Source: an optimization exercise on an open RTL-to-GDS flow (aim: small area and a short achievable clock period). Production flows keep margins and buffers that such runs may drop.
Function was checked by simulation only, so behaviour that the tests miss may differ from the original.
Power and IR drop assume default switching activity.

==> module timer_top, before the edit <==
module timer_top(
input        sys_clk    ,
input        sys_rst_n  ,
input        tim_psel   ,
input        tim_pwrite ,
input        tim_penable,
input [11:0] tim_paddr  ,
input [31:0] tim_pwdata ,
input [3:0]  tim_pstrb  ,
input        dbg_mode   ,
output       tim_int    ,
output [31:0] tim_prdata,
output       tim_pready ,
output       tim_pslverr
);
wire [31:0] wd = tim_pwdata;
wire [3:0]  ps = tim_pstrb;
genvar gi;
reg pen_q;
always @(posedge sys_clk or negedge sys_rst_n)
    if (!sys_rst_n) pen_q <= 1'b0;
    else            pen_q <= tim_penable;
assign tim_pready = tim_penable & pen_q;
wire wr = tim_psel & tim_penable & tim_pwrite;
wire a_ok = (tim_paddr[11:5] == 7'd0) & (tim_paddr[1:0] == 2'd0);
wire [2:0] a_idx = tim_paddr[4:2];
wire s_tcr   = a_ok & (a_idx == 3'd0);
wire s_tdr0  = a_ok & (a_idx == 3'd1);
wire s_tdr1  = a_ok & (a_idx == 3'd2);
wire s_tcmp0 = a_ok & (a_idx == 3'd3);
wire s_tcmp1 = a_ok & (a_idx == 3'd4);
wire s_tier  = a_ok & (a_idx == 3'd5);
wire s_tisr  = a_ok & (a_idx == 3'd6);
wire s_thcsr = a_ok & (a_idx == 3'd7);
reg r_tcr, r_tdr0, r_tdr1, r_tcmp0, r_tcmp1, r_tier, r_tisr, r_thcsr;
always @(posedge sys_clk) begin
    r_tcr   <= s_tcr;
    r_tdr0  <= s_tdr0;
    r_tdr1  <= s_tdr1;
    r_tcmp0 <= s_tcmp0;
    r_tcmp1 <= s_tcmp1;
    r_tier  <= s_tier;
    r_tisr  <= s_tisr;
    r_thcsr <= s_thcsr;
end
reg       timer_en, div_en;
reg [3:0] div_val;
wire w_tcr = wr & s_tcr;
wire err_c = timer_en ? ((ps[0] & (wd[1] != div_en)) |
                         (ps[1] & (wd[11:8] != div_val)))
                      : (ps[1] & wd[11] & (wd[10] | wd[9] | wd[8]));
wire tcr_ok = w_tcr & ~err_c;
wire tcr_l0 = tcr_ok & ps[0];
wire tcr_l1 = tcr_ok & ps[1];
wire clr    = tcr_l0 & timer_en & ~wd[0];
wire       timer_en_d = tcr_l0 ? wd[0]    : timer_en;
wire       div_en_d   = tcr_l0 ? wd[1]    : div_en;
wire [3:0] div_val_d  = tcr_l1 ? wd[11:8] : div_val;
always @(posedge sys_clk or negedge sys_rst_n)
    if (!sys_rst_n) begin
        timer_en <= 1'b0;
        div_en   <= 1'b0;
        div_val  <= 4'd1;
    end else begin
        timer_en <= timer_en_d;
        div_en   <= div_en_d;
        div_val  <= div_val_d;
    end
reg err_q;
always @(posedge sys_clk)
    err_q <= w_tcr & err_c;
assign tim_pslverr = err_q;
reg halt_req, halt_ack;
wire halt = halt_req & dbg_mode;
always @(posedge sys_clk or negedge sys_rst_n)
    if (!sys_rst_n) begin
        halt_req <= 1'b0;
        halt_ack <= 1'b0;
    end else begin
        if (wr & s_thcsr & ps[0]) halt_req <= wd[0];
        halt_ack <= halt;
    end
reg [7:0] pre;
reg       go;
wire [7:0] mask;
generate for (gi = 0; gi < 8; gi = gi + 1) begin : g_mask
    assign mask[gi] = div_val > gi;
end endgenerate
wire [7:0] pre_d = !(timer_en & div_en) ? 8'd0 :
                   halt                 ? pre  : pre + 8'd1;
wire go_d = timer_en ? timer_en_d & (~div_en | &(pre_d | ~mask))
                     : timer_en_d & (~div_en_d | (div_val_d == 4'd0));
always @(posedge sys_clk or negedge sys_rst_n)
    if (!sys_rst_n) begin
        pre <= 8'd0;
        go  <= 1'b0;
    end else begin
        pre <= pre_d;
        go  <= go_d;
    end
wire cnt_en = go & ~halt;
reg  [63:0] cnt;
wire ld_lo = wr & s_tdr0;
wire ld_hi = wr & s_tdr1;
wire en_lo = cnt_en & ~ld_lo;
wire en_hi = cnt_en & ~ld_hi;
wire [3:0]  bl_lo = ({4{ld_lo}} & ps) | {4{clr}};
wire [3:0]  bl_hi = ({4{ld_hi}} & ps) | {4{clr}};
wire [31:0] wdx   = wd & {32{~clr}};
wire [64:0] pf;
assign pf[0] = 1'b1;
generate for (gi = 1; gi <= 64; gi = gi + 1) begin : g_pf
    assign pf[gi] = &cnt[gi-1:0];
end endgenerate
wire [63:0] cnt_d;
generate for (gi = 0; gi < 64; gi = gi + 1) begin : g_cnt
    wire bl = (gi < 32) ? bl_lo[(gi % 32) / 8] : bl_hi[(gi % 32) / 8];
    wire en = (gi < 32) ? en_lo : en_hi;
    assign cnt_d[gi] = bl ? wdx[gi % 32] : cnt[gi] ^ (en & pf[gi]);
end endgenerate
always @(posedge sys_clk or negedge sys_rst_n)
    if (!sys_rst_n) cnt <= 64'd0;
    else            cnt <= cnt_d;
reg [31:0] tcmp0, tcmp1;
generate for (gi = 0; gi < 4; gi = gi + 1) begin : g_tcmp
    always @(posedge sys_clk or negedge sys_rst_n)
        if (!sys_rst_n) begin
            tcmp0[gi*8 +: 8] <= 8'hff;
            tcmp1[gi*8 +: 8] <= 8'hff;
        end else begin
            if (wr & s_tcmp0 & ps[gi]) tcmp0[gi*8 +: 8] <= wd[gi*8 +: 8];
            if (wr & s_tcmp1 & ps[gi]) tcmp1[gi*8 +: 8] <= wd[gi*8 +: 8];
        end
end endgenerate
reg int_en, int_st;
wire match = (cnt == {tcmp1, tcmp0});
always @(posedge sys_clk or negedge sys_rst_n)
    if (!sys_rst_n) begin
        int_en <= 1'b0;
        int_st <= 1'b0;
    end else begin
        if (wr & s_tier & ps[0]) int_en <= wd[0];
        if (wr & s_tisr & ps[0] & wd[0] & int_st) int_st <= 1'b0;
        else if (match)                           int_st <= 1'b1;
    end
assign tim_int = int_en & int_st;
assign tim_prdata = ({32{r_tdr0}}  & cnt[31:0])  |
                    ({32{r_tdr1}}  & cnt[63:32]) |
                    ({32{r_tcmp0}} & tcmp0)      |
                    ({32{r_tcmp1}} & tcmp1)      |
                    ({32{r_tcr}}   & {20'd0, div_val, 6'd0, div_en, timer_en}) |
                    ({32{r_tier}}  & {31'd0, int_en}) |
                    ({32{r_tisr}}  & {31'd0, int_st}) |
                    ({32{r_thcsr}} & {30'd0, halt_ack, halt_req});
endmodule
export LEC_CHECK = 0
export CAP_MARGIN = 20
export CORE_MARGIN = 2
export CORE_UTILIZATION = 40
export SETUP_SLACK_MARGIN = 2.3
export SLEW_MARGIN = 20
create_clock -name core_clock -period 5.0 [get_ports {sys_clk}]
standard.sh (not shown) runs the stock make flow with config.mk's settings and CLKGATE_MAP_FILE= SYNTH_SCRIPT=/design/flow/synth_recipe.tcl, a recipe that flattens the netlist after the stock synthesis.
==> flow/flow/run.sh <==
#!/bin/bash
# The standard layout, except that buffer_ports gives each port a
# sky130_fd_sc_hd__buf_1 (repair_timing resizes it where timing needs more)
# instead of the delay cell it picks by itself, and the clock tree is built
# from clkbuf_8 without dummy loads.
set -euo pipefail
cd "$(dirname "$0")/.."
export BUFFER_PORTS_ARGS="-buffer_cell sky130_fd_sc_hd__buf_1"
export CTS_ARGS="-sink_clustering_enable -repair_clock_nets -buf_list sky130_fd_sc_hd__clkbuf_8 -dont_use_dummy_load"
bash standard.sh "BUFFER_PORTS_ARGS=$BUFFER_PORTS_ARGS" "CTS_ARGS=$CTS_ARGS" finish > make_finish.log 2>&1
The first run completed with no timing, DRC or antenna violations.
Next try:
--- a/flow/design.v
+++ b/flow/design.v
@@ -13,11 +13,10 @@
 output       tim_pready ,
 output       tim_pslverr
 );
 wire [31:0] wd = tim_pwdata;
 wire [3:0]  ps = tim_pstrb;
-genvar gi;
 reg pen_q;
 always @(posedge sys_clk or negedge sys_rst_n)
     if (!sys_rst_n) pen_q <= 1'b0;
     else            pen_q <= tim_penable;
 assign tim_pready = tim_penable & pen_q;
@@ -51,22 +50,22 @@
                       : (ps[1] & wd[11] & (wd[10] | wd[9] | wd[8]));
 wire tcr_ok = w_tcr & ~err_c;
 wire tcr_l0 = tcr_ok & ps[0];
 wire tcr_l1 = tcr_ok & ps[1];
 wire clr    = tcr_l0 & timer_en & ~wd[0];
-wire       timer_en_d = tcr_l0 ? wd[0]    : timer_en;
-wire       div_en_d   = tcr_l0 ? wd[1]    : div_en;
-wire [3:0] div_val_d  = tcr_l1 ? wd[11:8] : div_val;
 always @(posedge sys_clk or negedge sys_rst_n)
     if (!sys_rst_n) begin
         timer_en <= 1'b0;
         div_en   <= 1'b0;
         div_val  <= 4'd1;
     end else begin
-        timer_en <= timer_en_d;
-        div_en   <= div_en_d;
-        div_val  <= div_val_d;
+        if (tcr_l0) begin
+            timer_en <= wd[0];
+            div_en   <= wd[1];
+        end
+        if (tcr_l1)
+            div_val <= wd[11:8];
     end
 reg err_q;
 always @(posedge sys_clk)
     err_q <= w_tcr & err_c;
 assign tim_pslverr = err_q;
@@ -79,28 +78,21 @@
     end else begin
         if (wr & s_thcsr & ps[0]) halt_req <= wd[0];
         halt_ack <= halt;
     end
 reg [7:0] pre;
-reg       go;
-wire [7:0] mask;
+wire [7:0] pre_mask;
+genvar gi;
 generate for (gi = 0; gi < 8; gi = gi + 1) begin : g_mask
-    assign mask[gi] = div_val > gi;
+    assign pre_mask[gi] = div_val > gi;
 end endgenerate
-wire [7:0] pre_d = !(timer_en & div_en) ? 8'd0 :
-                   halt                 ? pre  : pre + 8'd1;
-wire go_d = timer_en ? timer_en_d & (~div_en | &(pre_d | ~mask))
-                     : timer_en_d & (~div_en_d | (div_val_d == 4'd0));
+wire tick = &(pre | ~pre_mask);
 always @(posedge sys_clk or negedge sys_rst_n)
-    if (!sys_rst_n) begin
-        pre <= 8'd0;
-        go  <= 1'b0;
-    end else begin
-        pre <= pre_d;
-        go  <= go_d;
-    end
-wire cnt_en = go & ~halt;
+    if (!sys_rst_n)              pre <= 8'd0;
+    else if (!(timer_en & div_en)) pre <= 8'd0;
+    else if (!halt)              pre <= pre + 8'd1;
+wire cnt_en = timer_en & ~halt & (~div_en | tick);
 reg  [63:0] cnt;
 wire ld_lo = wr & s_tdr0;
 wire ld_hi = wr & s_tdr1;
 wire en_lo = cnt_en & ~ld_lo;
 wire en_hi = cnt_en & ~ld_hi;
=> The changed run produced a clean layout; routed wire length is higher by 5.0%; clock power came out higher by about 0.7%; setup slack improves by 34 ps; global-route usage is about the same; cell area rises by 1.8%; combinational power fell by about 70%; non-clock buffer count came out higher by 8; synthesized cell count stays flat; die area stays flat; via count goes up by 2.8%; final cell count increases by 0.94%.

port drivers added, routing unchanged:
No port has a modelled driver above. Below, the same layouts with a new extraction and two added sets of constraints.
Step 1 assumes that a clkbuf_16 drives the clock port and a buf_2 every other input.
Step 2 adds t to the input delays and takes it off the output delays; t is the mean of the earliest and latest rising clock arrival at the registers after step 1. Input paths then give back, and output paths get back, about the clock's delay inside the block.
Three values: no drivers, after step 1, after step 2; two values: the first two.
| run | t (ns) | setup slack, ns | worst register clock-pin slew, ns |
|---|---|---|---|
| the first run | 0.495 | 2.300 / 2.305 / 1.823 | 0.09 / 0.09 |
| the second run | 0.497 | 2.334 / 2.301 / 1.854 | 0.11 / 0.11 |
After both steps every run listed still meets setup and hold. For the second run, which loses most, drivers alone change the setup slack by -0.033 ns; drivers and shift together by -0.480 ns.
